Source: an optimization exercise on an open RTL-to-GDS flow (aim: small area, a short achievable clock period and few clock cycles per item). Production flows keep margins and buffers that such runs may drop.
Function was checked by simulation only, so behaviour that the tests miss may differ from the original.
Power is estimated from default activity; no workload was simulated.

==> design/flow/design.v <==
`timescale 1ns / 1ps
module bin2dec64Bit(
    input [63:0] inputValue,
    input clk,
    input rst,
    input start,
    output ready,
    output reg done,
	 output reg [5:0] char14,
	 output reg [5:0] char13,
	 output reg [5:0] char12,
	 output reg [5:0] char11,
    output reg [5:0] char10,
    output reg [5:0] char9,
    output reg [5:0] char8,
    output reg [5:0] char7,
    output reg [5:0] char6,
    output reg [5:0] char5,
    output reg [5:0] char4,
    output reg [5:0] char3,
    output reg [5:0] char2,
    output reg [5:0] char1
    );
		reg[7:0]state;
		assign ready = (state == 8'd0);
		reg [5:0] tempChar14;
		reg [5:0] tempChar13;
		reg [5:0] tempChar12;
		reg [5:0] tempChar11;
		reg [5:0] tempChar10;
		reg [5:0] tempChar9;
		reg [5:0] tempChar8;
		reg [5:0] tempChar7;
		reg [5:0] tempChar6;
		reg [5:0] tempChar5;
		reg [5:0] tempChar4;
		reg [5:0] tempChar3;
		reg [5:0] tempChar2;
		reg [5:0] tempChar1;
		reg [63:0] workingReg;
		always@(posedge clk)
		begin
			if(rst) begin state <= 0; done <= 0; end
			else begin
			done <= 0;
			case(state)
				0:if(start) begin tempChar14 <= 0; tempChar13 <= 0; tempChar12 <= 0; tempChar11 <= 0; 
				tempChar10 <= 0; tempChar9 <= 0; tempChar8 <= 0; tempChar7 <= 0; tempChar6 <= 0; 
				tempChar5 <= 0; tempChar4 <= 0; tempChar3 <= 0; tempChar2 <= 0; tempChar1 <= 0; 
				workingReg <= inputValue;
				state<=1;
				end
				1:begin
					if(workingReg >= 64'd10000000000000) begin tempChar14 <= tempChar14 + 1; workingReg <= workingReg - 64'd10000000000000; end
					else begin state <= state+1; end
				end
				2:begin
					if(workingReg >= 64'd1000000000000) begin tempChar13 <= tempChar13 + 1; workingReg <= workingReg - 64'd1000000000000; end
					else begin state <= state+1; end
				end
				3:begin
					if(workingReg >= 64'd100000000000) begin tempChar12 <= tempChar12 + 1; workingReg <= workingReg - 64'd100000000000; end
					else begin state <= state+1; end
				end
				4:begin
					if(workingReg >= 64'd10000000000) begin tempChar11 <= tempChar11 + 1; workingReg <= workingReg - 64'd10000000000; end
					else begin state <= state+1; end
				end
				5:begin
					if(workingReg >= 1000000000) begin tempChar10 <= tempChar10 + 1; workingReg <= workingReg - 1000000000; end
					else begin state <= state+1; end
				end
				6:begin
					if(workingReg >= 100000000) begin tempChar9 <= tempChar9 + 1; workingReg <= workingReg - 100000000; end
					else begin state <= state+1; end
				end
				7:begin
					if(workingReg >= 10000000) begin tempChar8 <= tempChar8 + 1; workingReg <= workingReg - 10000000; end
					else begin state <= state+1; end
				end
				8:begin
					if(workingReg >= 1000000) begin tempChar7 <= tempChar7 + 1; workingReg <= workingReg - 1000000; end
					else begin state <= state+1; end
				end
				9:begin
					if(workingReg >= 100000) begin tempChar6 <= tempChar6 + 1; workingReg <= workingReg - 100000; end
					else begin state <= state+1; end
				end
				10:begin
					if(workingReg >= 10000) begin tempChar5 <= tempChar5 + 1; workingReg <= workingReg - 10000; end
					else begin state <= state+1; end
				end
				11:begin
					if(workingReg >= 1000) begin tempChar4 <= tempChar4 + 1; workingReg <= workingReg - 1000; end
					else begin state <= state+1; end
				end
				12:begin
					if(workingReg >= 100) begin tempChar3 <= tempChar3 + 1; workingReg <= workingReg - 100; end
					else begin state <= state+1; end
				end
				13:begin
					if(workingReg >= 10) begin tempChar2 <= tempChar2 + 1; workingReg <= workingReg - 10; end
					else begin state <= state+1; end
				end
				14:begin
					if(workingReg >= 1) begin tempChar1 <= tempChar1 + 1; workingReg <= workingReg - 1; end
					else begin state <= state+1; end
				end
				15:begin
					char1 <= tempChar1+6'd48;
					char2 <= tempChar2+6'd48;
					char3 <= tempChar3+6'd48;
					char4 <= tempChar4+6'd48;
					char5 <= tempChar5+6'd48;
					char6 <= tempChar6+6'd48;
					char7 <= tempChar7+6'd48;
					char8 <= tempChar8+6'd48;
					char9 <= tempChar9+6'd48;
					char10 <= tempChar10+6'd48;
					char11 <= tempChar11+6'd48;
					char12 <= tempChar12+6'd48;
					char13 <= tempChar13+6'd48;
					char14 <= tempChar14+6'd48;
					done <= 1;
					state<=0;
					end
			endcase
			end
		end
endmodule
==> design/flow/run.sh <==
#!/bin/bash
# synth_recipe.tcl (not shown) runs the flow's synth.tcl, then flattens the netlist and writes it again
# the make line also repeats each setting of config.mk as NAME=value (left out here)
make -C /OpenROAD-flow-scripts/flow DESIGN_CONFIG=/design/flow/config.mk WORK_HOME=/design/flow/orfs CLKGATE_MAP_FILE= SYNTH_SCRIPT=/design/flow/synth_recipe.tcl finish
==> design/flow/config.mk <==
export PLATFORM = sky130hd
export DESIGN_NAME = bin2dec64Bit
export DESIGN_NICKNAME = bin2dec64Bit
export VERILOG_FILES = /design/flow/design.v
export SDC_FILE = /design/flow/constraint.sdc
export NUM_CORES = 4
export LEC_CHECK = 0
export CAP_MARGIN = 20
export CORE_MARGIN = 2
export CORE_UTILIZATION = 40
export SLEW_MARGIN = 20
==> design/flow/constraint.sdc <==
create_clock -name core_clock -period 8.0 [get_ports {clk}]
set_input_delay 1.6000 -clock core_clock [delete_from_list [all_inputs] [get_ports {clk}]]
set_output_delay 1.6000 -clock core_clock [all_outputs]
set_load 0.01 [all_outputs]
==> results.cfg <==
[placed_design]
io_buffers = 152
dpl.hpwl_um = 135000
place_congestion = 1.13
place_ws_ns = 2.21

[clocking]
cts.path.max_buffers = 3
cts_hold_buf = 0
cts_buffers = 30
post_cts_buffers = 0
cts_resized = 0
cts_tree = built
h-tree-depth = 1
cts_root_buf = clkbuf_16
clock_sinks = 241
clk_latency_ns = 0.64
clkTransAtPathRegs_ns = 0.07

[sta]
setup_viol_count_final = 0
finalMaxSlewViolations = 0
period_share_pct = 75.7
worstMarginPinSlew_ns = 1.24
rsz0062_at_grt = no
fin_crit_ns = 6.06
fmax_mhz = 165
timing_hold_violations_final = 0
worst_slack_ns = 1.94
relSlewSlack_pct = 17.5
fin_tns_setup_ns = 0
fin_worst_skew_ns = 0.0402

[route]
viasPerCell = 7.62
drt_iter0_drc = 6551
drc = 0
dr.pass1.iters = 9
vias = 35200
wl_per_cell_um = 39.2
ant_nets = 0
routed_wirelength_um = 181000

[floorplanning]
ioPinCount = 153
initial_core_util_pct = 40.4
dieArea_mm2 = 0.0699
die_h_um = 264
num_rows = 95
core-area_mm2 = 0.0672
die_w_um = 264

[critical_path]
worstPathMaxFanout = 46
worstPathArrival_ns = 6.30
r2r-end = workingReg[39]
endpoint_kind = register
path_class = reg2reg
rr_worst_depth = 10
startpoint_type = register
cp.required_ns = 8.24
regToRegSetupSlack_ns = 1.94
rr_startpoint = workingReg[39]

[outcome]
status = timing/DRC/antenna clean

[logic_synthesis]
ys_top_cells_by_area = edfxtp_1 (26%), nor2_1 (6.0%), a21oi_1 (5.0%)
yosys_warnings = 1
synth-simple-area-share_pct = 28.8
synth_top_area_cell = edfxtp_1
synth_mux_area_share_pct = 0.600
synth_ff_type = edfxtp_1
synth-xor-area-share_pct = 3.81
netlist_instances = 3689
netlist_area_mm2 = 0.0271
async_flop_share_pct = 0
synth_top_family_by_area = compound AO/OA/AOI/OAI gates
avgSynthCellArea_um2 = 7.35
ys_ff_latch = 241
synth_top_area_share_pct = 25.7
synth_compound_area_share_pct = 31.6
synth_edf_count = 232
yosysUniqueCellTypes = 96
ys_seq_area_share_pct = 26.4
syn_nets = 3835
synthAdderAreaFrac_pct = 3.64

[global_route]
grt_overflow = 0
grt_max_degree = 50
grt_pass1_wl_um = 251000
antenna_found_initial = 13
groute.usage.overall_pct = 50.0
grt_pass1_vias = 32300

[hold_path]
holdPathEnd = char9[1]
holdPathStages = 0
hold_class = reg2reg
holdCritStartpoint = tempChar9[1]

[power_and_ir_drop]
power_density_mw_per_mm2 = 253
vdd_drop_max_mv = 0.181
p_leak_uw = 0.0103

[run]
max-cap-violations = 0

[final_layout]
finish.utilization_pct = 46.3
final_nets = 3867
largest_reg_flops = 64
final_common_cell = nor2_1
area_growth_pct = 14.7
drive_gt1_share_pct = 8.49
nFillCells = 6818
layout_common_cells = nor2_1 (426), nand2_1 (353), a21oi_1 (271), o21ai_0 (266), edfxtp_1 (232)
regMostFlops = workingReg
reg.largest.list = workingReg x64, state x8
-- area by class of cell --
| class | count | area, um^2 | share of cell area, % |
|---|---|---|---|
| sequential | 241 | 7150 | 23.0 |
| clock buffer | 40 | 858 | 2.76 |
| antenna | 5 | 12.5 | 0.0402 |
| timing repair buffer | 308 | 2700 | 8.68 |
| inverter | 67 | 251 | 0.808 |
| tap | 873 | 1090 | 3.51 |
| multi-input combinational | 3073 | 18900 | 60.7 |
| clock inverter | 16 | 165 | 0.531 |
-- metrics by stage --
stage / instances / hold WS, ns / cell area, um^2 / total power [uW]
5_1_grt: 4618 / 0.491 / 31100 / 7990
6_report: 4623 / 0.475 / 31100 / 7870
2_1_floorplan: 3689 / 0.446 / 27100 / 4360
3_3_place_gp: 4558 / 0.458 / 30000 / 6100
4_1_cts: 4614 / 0.478 / 31000 / 7530
3_5_place_dp: 4558 / 0.462 / 30000 / 6070
-- per-layer routing --
| layer | wire, um | global-route usage [%] | up-vias |
|---|---|---|---|
| li1 | - | - | 14300 |
| met3 | 26100 | 17.6 | 970 |
| met1 | 64400 | 60.9 | 16600 |
| met5 | 106 | 0 | - |
| met2 | 71100 | 70.6 | 3374 |
| met4 | 19500 | 41.4 | 18 |
-- how the worst max path moves through the flow --
stage | start | depth (start not counted) | slack (ns) | end
after detailed placement | workingReg[52] | 9 | 2.21 | workingReg[52]
after floorplan | workingReg[35] | 9 | 1.47 | workingReg[13]
final | workingReg[39] | 10 | 1.94 | workingReg[39]
after global routing | workingReg[39] | 10 | 1.81 | workingReg[55]
after global placement | workingReg[6] | 11 | 2.24 | workingReg[44]
after CTS | workingReg[52] | 9 | 2.23 | workingReg[56]
-- report_power, final --
| part | switching, uW | internal [uW] | total, uW |
|---|---|---|---|
| Sequential | 388 | 1690 | 2070 |
| Combinational | 3130 | 1220 | 4350 |
| Clock | 654 | 799 | 1450 |
| Total | 4170 | 3700 | 7870 |
-- worst max-delay path: stages (launching register included) --
cell	delay, ns
edfxtp_1	0.71
nor4_1	0.93
nand2_1	0.38
nor2_1	0.76
nand4_1	0.44
nand3_1	0.32
o2111ai_1	0.13
nor3_1	0.21
nand2_1	0.46
a2111oi_4	0.45
buf_4	0.78
-- cell families (layout without fill, tap and decap cells) --
| family | after synthesis | count (layout) |
|---|---|---|
| AOI/OAI and AO/OA | 1270 | 1270 |
| xor gates and xnor gates | 118 | 118 |
| adders and majority gates | 79 | 79 |
| buffers and inverters | 375 | 431 |
| DFF | 241 | 241 |
| muxes | 16 | 16 |
| other | 0 | 5 |
| and+or+nand+nor | 1590 | 1590 |
-- synth_stat cells (36+ instances only) --
| cell | instances |
|---|---|
| or3_1 | 38 |
| edfxtp_1 | 232 |
| o211ai_1 | 65 |
| buf_1 | 38 |
| o21ai_0 | 268 |
| a31oi_1 | 68 |
| nor4_1 | 75 |
| clkbuf_1 | 267 |
| o22ai_1 | 60 |
| o31ai_1 | 36 |
| nor2_1 | 434 |
| and3_1 | 38 |
| a21oi_1 | 272 |
| inv_1 | 66 |
| xnor2_1 | 90 |
| nand4_1 | 78 |
| nand3_1 | 165 |
| a211oi_1 | 46 |
| or4_1 | 36 |
| nor3_1 | 158 |
| ha_1 | 79 |
| nand2_1 | 354 |
| and2_1 | 54 |
Testbench counts, summed over its fixed seeds: cycles 384,717, items 8,000.

-- static timing again, ports no longer ideal --
The flow's constraints put no driver on any port. The routed layout listed below was extracted and timed again, unchanged, in two steps. Step 1, drivers: a clkbuf_16 drives clk and a buf_2 each remaining input, both assumed. Step 2 moves the port delays by t, midway between the first and last clock arrival at a register: inputs arrive t later, outputs are due t later. That takes back most of the time a late clock gives input paths. Three values: ideal ports, drivers, drivers and shift; two values: the first two.
t, ns: 0.690
slack for setup (ns): 1.943 / 1.943 / 1.943
hold WS [ns]: 0.475 / 0.475 / 0.475
pins driven straight from the clock port: 1
After both steps this run still meets setup and hold. The setup slack of this run moves by 0.000 ns with the drivers and by 0.000 ns with both steps.
